Source: an optimization exercise on an open RTL-to-GDS flow (aim: small area). Production flows keep margins and buffers that such runs may drop.
The RTL was checked by simulation tests, not by an equivalence proof against the original design.
The clock port is modelled as an ideal driver; clocking choices that lean on that would not hold on a real chip.
Power is estimated from default activity; no workload was simulated.

Design clock_top, start of the top module:
module clock_top(
    input wire clock,
    input wire reset_i,
    input wire config_i,
    input wire increment_i,
    input wire decrement_i,
    output wire [15:0] LED,
    output wire [7:0] an,
    output wire [7:0] dec_ddp
);
==> flow/config.mk <==
export PLATFORM = sky130hd
export DESIGN_NAME = clock_top
export DESIGN_NICKNAME = clock_top
export VERILOG_FILES = /design/flow/design.v
export SDC_FILE = /design/flow/constraint.sdc
export NUM_CORES = 4
export LEC_CHECK = 0
export ABC_AREA = 1
export CAP_MARGIN = 20
export CORE_MARGIN = 2
export CORE_UTILIZATION = 40
export CTS_BUF_LIST = sky130_fd_sc_hd__clkbuf_8
export SLEW_MARGIN = 20
==> flow/constraint.sdc <==
create_clock -name core_clock -period 10.0 [get_ports {clock}]
set_input_delay 2.0000 -clock core_clock [delete_from_list [all_inputs] [get_ports {clock}]]
set_output_delay 2.0000 -clock core_clock [all_outputs]
set_load 0.01 [all_outputs]
standard.sh (not shown) runs the stock make flow with config.mk's settings and CLKGATE_MAP_FILE= SYNTH_SCRIPT=/design/flow/synth_recipe.tcl, a recipe that flattens the netlist after the stock synthesis.
==> flow/flow/run.sh <==
#!/bin/bash
# Own layout flow:
#  1. the standard synthesis (standard.sh synth), unchanged;
#  2. the combinational logic between the registers is mapped again with
#     several area-oriented ABC scripts (abc_scripts.txt, one per line); every
#     register instance (name and cell) is kept. The smallest result that
#     Yosys proves equivalent to the standard netlist is used (if none is
#     proved, the standard netlist is used);
#  3. the standard layout (standard.sh finish) on that netlist, with the
#     port buffers made of buf_1 cells and the clock tree made by
#     manual_cts.tcl (4 clkbuf_8 leaf buffers driven by the clock port).
# Each tool writes its full output to a log file of its own here.
set -uo pipefail
W=$(pwd)
F=$W/flow
R=$W/orfs/results/$FLOW_PLATFORM/clock_top/base
LIB=$FLOW_HOME/platforms/$FLOW_PLATFORM/lib/sky130_fd_sc_hd__tt_025C_1v80.lib

bash standard.sh synth > $W/log_1_synth.log 2>&1 || exit 1
cp $R/1_2_yosys.v $W/std_netlist.v

python3 $F/gen_cells.py $LIB $W/cells_comb.v $W/cells_seq.v > $W/log_2_cells.log 2>&1

DU="-dont_use sky130_fd_sc_hd__probe_p_8 -dont_use sky130_fd_sc_hd__probec_p_8 -dont_use sky130_fd_sc_hd__lpflow_*"
i=0
while IFS= read -r line; do
  [[ -z "$line" ]] && continue
  i=$((i+1))
  echo "$line" | tr ';' '\n' > $W/reopt_$i.abc
  cat > $W/reopt_$i.ys <<EOF
read_liberty -lib $LIB
read_verilog $W/std_netlist.v
hierarchy -top $FLOW_TOP
techmap -map $W/cells_comb.v
opt_clean
techmap
opt -purge
abc -liberty $LIB $DU -script $W/reopt_$i.abc
opt_clean -purge
hilomap -singleton -hicell sky130_fd_sc_hd__conb_1 HI -locell sky130_fd_sc_hd__conb_1 LO
splitnets
opt_clean -purge
tee -o $W/reopt_$i.stat stat -liberty $LIB
write_verilog -noattr -nohex -nodec $W/reopt_$i.v
EOF
  timeout 300 yosys -s $W/reopt_$i.ys > $W/log_3_reopt_$i.log 2>&1 &
done < $F/abc_scripts.txt
wait

# candidates, smallest first
for f in $W/reopt_*.stat; do
  a=$(awk '/Chip area/ {print $NF}' $f)
  [[ -n "$a" ]] && echo "$a ${f%.stat}.v"
done | sort -g > $W/log_4_candidates.log

choice=""
while read -r a v; do
  [[ -s $v ]] || continue
  cat > $W/equiv.ys <<EOF
read_verilog $W/cells_comb.v
read_verilog $W/cells_seq.v
read_verilog $W/std_netlist.v
rename $FLOW_TOP gold
read_verilog $v
rename $FLOW_TOP gate
proc
flatten gold gate
opt_clean
async2sync
equiv_make gold gate eq
equiv_simple -seq 2 eq
equiv_induct eq
equiv_status -assert eq
EOF
  if timeout 600 yosys -s $W/equiv.ys > $W/log_5_equiv_$(basename $v .v).log 2>&1; then
    choice=$v
    break
  fi
done < $W/log_4_candidates.log

if [[ -n "$choice" ]]; then
  echo "using $choice (proved equivalent)" > $W/log_5_choice.log
  cp $choice $R/1_2_yosys.v
  rm -f $R/1_synth.odb $R/1_synth.sdc
else
  echo "no re-mapped netlist proved equivalent; using the standard one" > $W/log_5_choice.log
fi

bash standard.sh "BUFFER_PORTS_ARGS=-buffer_cell sky130_fd_sc_hd__buf_1" \
  "PRE_CTS_TCL=$F/manual_cts.tcl" CTS_LEAVES=4 CTS_LEAF_BUF=sky130_fd_sc_hd__clkbuf_8 CTS_BIG_BUF=sky130_fd_sc_hd__clkbuf_16 CTS_BIG_AT=18 \
  "CTS_ARGS=-sink_clustering_enable -repair_clock_nets -buf_list sky130_fd_sc_hd__clkbuf_8 -dont_use_dummy_load" \
  finish > $W/log_6_layout.log 2>&1
==> flow/flow/abc_scripts.txt <==
&get -n; &st; &deepsyn -T 20; &put; dch -f; amap
&get -n; &st; &deepsyn -T 20; &nf -a -R 1000; &put
&get -n; &st; &deepsyn -T 20; &put; dch -f; map -a; amap
&get -n; &st; &deepsyn -T 20; &put; dch -f; amap; &get -n; &st; &deepsyn -T 20; &put; dch -f; amap
&get -n; &st; &deepsyn -T 20 -S 11; &put; dch -f; amap
&get -n; &st; &deepsyn -T 20 -S 12; &put; dch -f; amap
&get -n; &st; &deepsyn -T 20 -S 13; &put; dch -f; amap
&get -n; &st; &deepsyn -T 20; &nf -a; &put
==> flow/flow/manual_cts.tcl <==
# Clock tree made by hand, run before ORFS's clock_tree_synthesis (PRE_CTS_TCL):
# the registers are split into CTS_LEAVES groups by position (k-means), each
# group is driven by one buffer placed at its centre (CTS_BIG_BUF for a group
# of more than CTS_BIG_AT registers, else CTS_LEAF_BUF), and the
# clock port drives those buffers. The clock nets are then left out of
# clock_tree_synthesis, so it adds nothing; the rest of the CTS step
# (legalisation, timing repair) runs as usual.
set K $::env(CTS_LEAVES)
set BUF $::env(CTS_LEAF_BUF)
set block [ord::get_db_block]
set db [ord::get_db]
set clk [$block findNet clock]
set sinks {}
foreach it [$clk getITerms] {
  set inst [$it getInst]
  set bb [$inst getBBox]
  lappend sinks [list $it [expr {([$bb xMin] + [$bb xMax]) / 2}] [expr {([$bb yMin] + [$bb yMax]) / 2}]]
}
set n [llength $sinks]
puts "manual CTS: $n clock sinks, $K leaf buffers $BUF"
# k-means on the sink positions, seeded by sinks spread through the list
set sorted [lsort -real -index 1 $sinks]
set cent {}
for {set k 0} {$k < $K} {incr k} {
  set s [lindex $sorted [expr {(2 * $k + 1) * $n / (2 * $K)}]]
  lappend cent [list [lindex $s 1] [lindex $s 2]]
}
for {set iter 0} {$iter < 50} {incr iter} {
  set asg {}
  foreach s $sinks {
    set best 0
    set bd 1e18
    for {set k 0} {$k < $K} {incr k} {
      set c [lindex $cent $k]
      set d [expr {abs([lindex $s 1] - [lindex $c 0]) + abs([lindex $s 2] - [lindex $c 1])}]
      if {$d < $bd} { set bd $d; set best $k }
    }
    lappend asg $best
  }
  set newc {}
  for {set k 0} {$k < $K} {incr k} {
    set sx 0.0; set sy 0.0; set c 0
    foreach s $sinks a $asg {
      if {$a == $k} { set sx [expr {$sx + [lindex $s 1]}]; set sy [expr {$sy + [lindex $s 2]}]; incr c }
    }
    if {$c > 0} { lappend newc [list [expr {$sx / $c}] [expr {$sy / $c}]] } else { lappend newc [lindex $cent $k] }
  }
  set cent $newc
}
set BIG_BUF $::env(CTS_BIG_BUF)
set BIG_AT $::env(CTS_BIG_AT)
set skip [list clock]
for {set k 0} {$k < $K} {incr k} {
  set cnt 0
  foreach a $asg { if {$a == $k} { incr cnt } }
  # a larger buffer for a larger group
  set master [$db findMaster [expr {$cnt > $BIG_AT ? $BIG_BUF : $BUF}]]
  set inst [odb::dbInst_create $block $master "clkleaf_$k"]
  set net [odb::dbNet_create $block "clknet_leaf_$k"]
  $net setSigType CLOCK
  [$inst findITerm A] connect $clk
  [$inst findITerm X] connect $net
  set c [lindex $cent $k]
  $inst setLocation [expr {int([lindex $c 0])}] [expr {int([lindex $c 1])}]
  $inst setPlacementStatus PLACED
  set cnt 0
  foreach s $sinks a $asg {
    if {$a == $k} { set it [lindex $s 0]; $it disconnect; $it connect $net; incr cnt }
  }
  puts "manual CTS: clkleaf_$k ([$master getName]) drives $cnt sinks"
  lappend skip "clknet_leaf_$k"
}
set_cts_config -skip_nets $skip
Other scripts of this flow, unchanged in this note and not shown: flow/flow/gen_cells.py
The first run passed the timing, design-rule and antenna checks.
==> next run, changes <==
--- a/flow/flow/run.sh
+++ b/flow/flow/run.sh
@@ -46,0 +47,2 @@
+  # at most NUM_CORES at a time (ABC's time limits are wall-clock)
+  while (( $(jobs -rp | wc -l) >= ${NUM_CORES:-4} )); do sleep 1; done
--- a/flow/flow/abc_scripts.txt
+++ b/flow/flow/abc_scripts.txt
@@ -8,0 +9,8 @@
+&get -n; &st; &deepsyn -T 20 -S 14; &put; dch -f; amap
+&get -n; &st; &deepsyn -T 20 -S 15; &put; dch -f; amap
+&get -n; &st; &deepsyn -T 20 -S 16; &put; dch -f; amap
+&get -n; &st; &deepsyn -T 20 -S 17; &put; dch -f; amap
+&get -n; &st; &deepsyn -T 20 -S 18; &nf -a -R 1000; &put
+&get -n; &st; &deepsyn -T 20 -S 19; &nf -a -R 1000; &put
+&get -n; &st; &deepsyn -T 20 -S 20; &put; dch -f; map -a; amap
+&get -n; &st; &deepsyn -T 20 -S 21; &put; dch -f; map -a; amap
Result:
- The new run completed with no timing, DRC or antenna violations
- wire length goes down by a few percent
- cell area goes down slightly
- synthesized area goes down slightly
- die area goes down slightly
- power stays flat
==> next run, changes <==
--- a/flow/flow/run.sh
+++ b/flow/flow/run.sh
@@ -47,2 +46,0 @@
-  # at most NUM_CORES at a time (ABC's time limits are wall-clock)
-  while (( $(jobs -rp | wc -l) >= ${NUM_CORES:-4} )); do sleep 1; done
@@ -92 +90 @@
-  "PRE_CTS_TCL=$F/manual_cts.tcl" CTS_LEAVES=4 CTS_LEAF_BUF=sky130_fd_sc_hd__clkbuf_8 CTS_BIG_BUF=sky130_fd_sc_hd__clkbuf_16 CTS_BIG_AT=18 \
+  "PRE_CTS_TCL=$F/manual_cts.tcl" CTS_LEAVES=4 CTS_LEAF_BUF=sky130_fd_sc_hd__clkbuf_8 CTS_BIG_BUF=sky130_fd_sc_hd__clkbuf_16 CTS_BIG_AT=0 \
==> flow/flow/abc_scripts.txt (replaced) <==
&get -n; &st; &deepsyn -T 20; &put; dch -f; amap
&get -n; &st; &deepsyn -T 20; &nf -a -R 1000; &put
&get -n; &st; &deepsyn -T 20; &put; dch -f; map -a; amap
&get -n; &st; &deepsyn -T 20; &put; dch -f; amap; &get -n; &st; &deepsyn -T 20; &put; dch -f; amap
&get -n; &st; &deepsyn -T 20 -S 11; &put; dch -f; amap
&get -n; &st; &deepsyn -T 20 -S 12; &put; dch -f; amap
&get -n; &st; &deepsyn -T 20 -S 13; &put; dch -f; amap
&get -n; &st; &deepsyn -T 20; &nf -a; &put
Register-to-register slack is worse by 200 ps.
Via count came out higher by 4.1%.
Global-route usage hardly moves.
Cell area increases by 1.1%.
Flip-flop and latch count does not change.

what the ideal ports hide:
The results above use ideal ports. As a check the final layouts listed here were re-extracted and re-timed, cells and wires unchanged. Step 1: set_driving_cell puts a clkbuf_16 on clock and a buf_2 on each other input, an assumption about the parent block. Step 2 also shifts input and output timing later by t, the mid clock arrival at the registers, as if the neighbouring blocks saw the same clock. Slacks: ideal ports / drivers / drivers and shift; pairs: ideal ports / drivers.
run | shift t [ns] | slack for setup (ns) | worst data-port slew with drivers (ns)
the first run | 0.227 | 5.481 / 5.481 / 5.481 | 0.04
the second run | 0.226 | 5.632 / 5.632 / 5.632 | 0.03
the third run | 0.227 | 5.428 / 5.428 / 5.428 | 0.04
After both steps setup and hold are still met in every run listed.
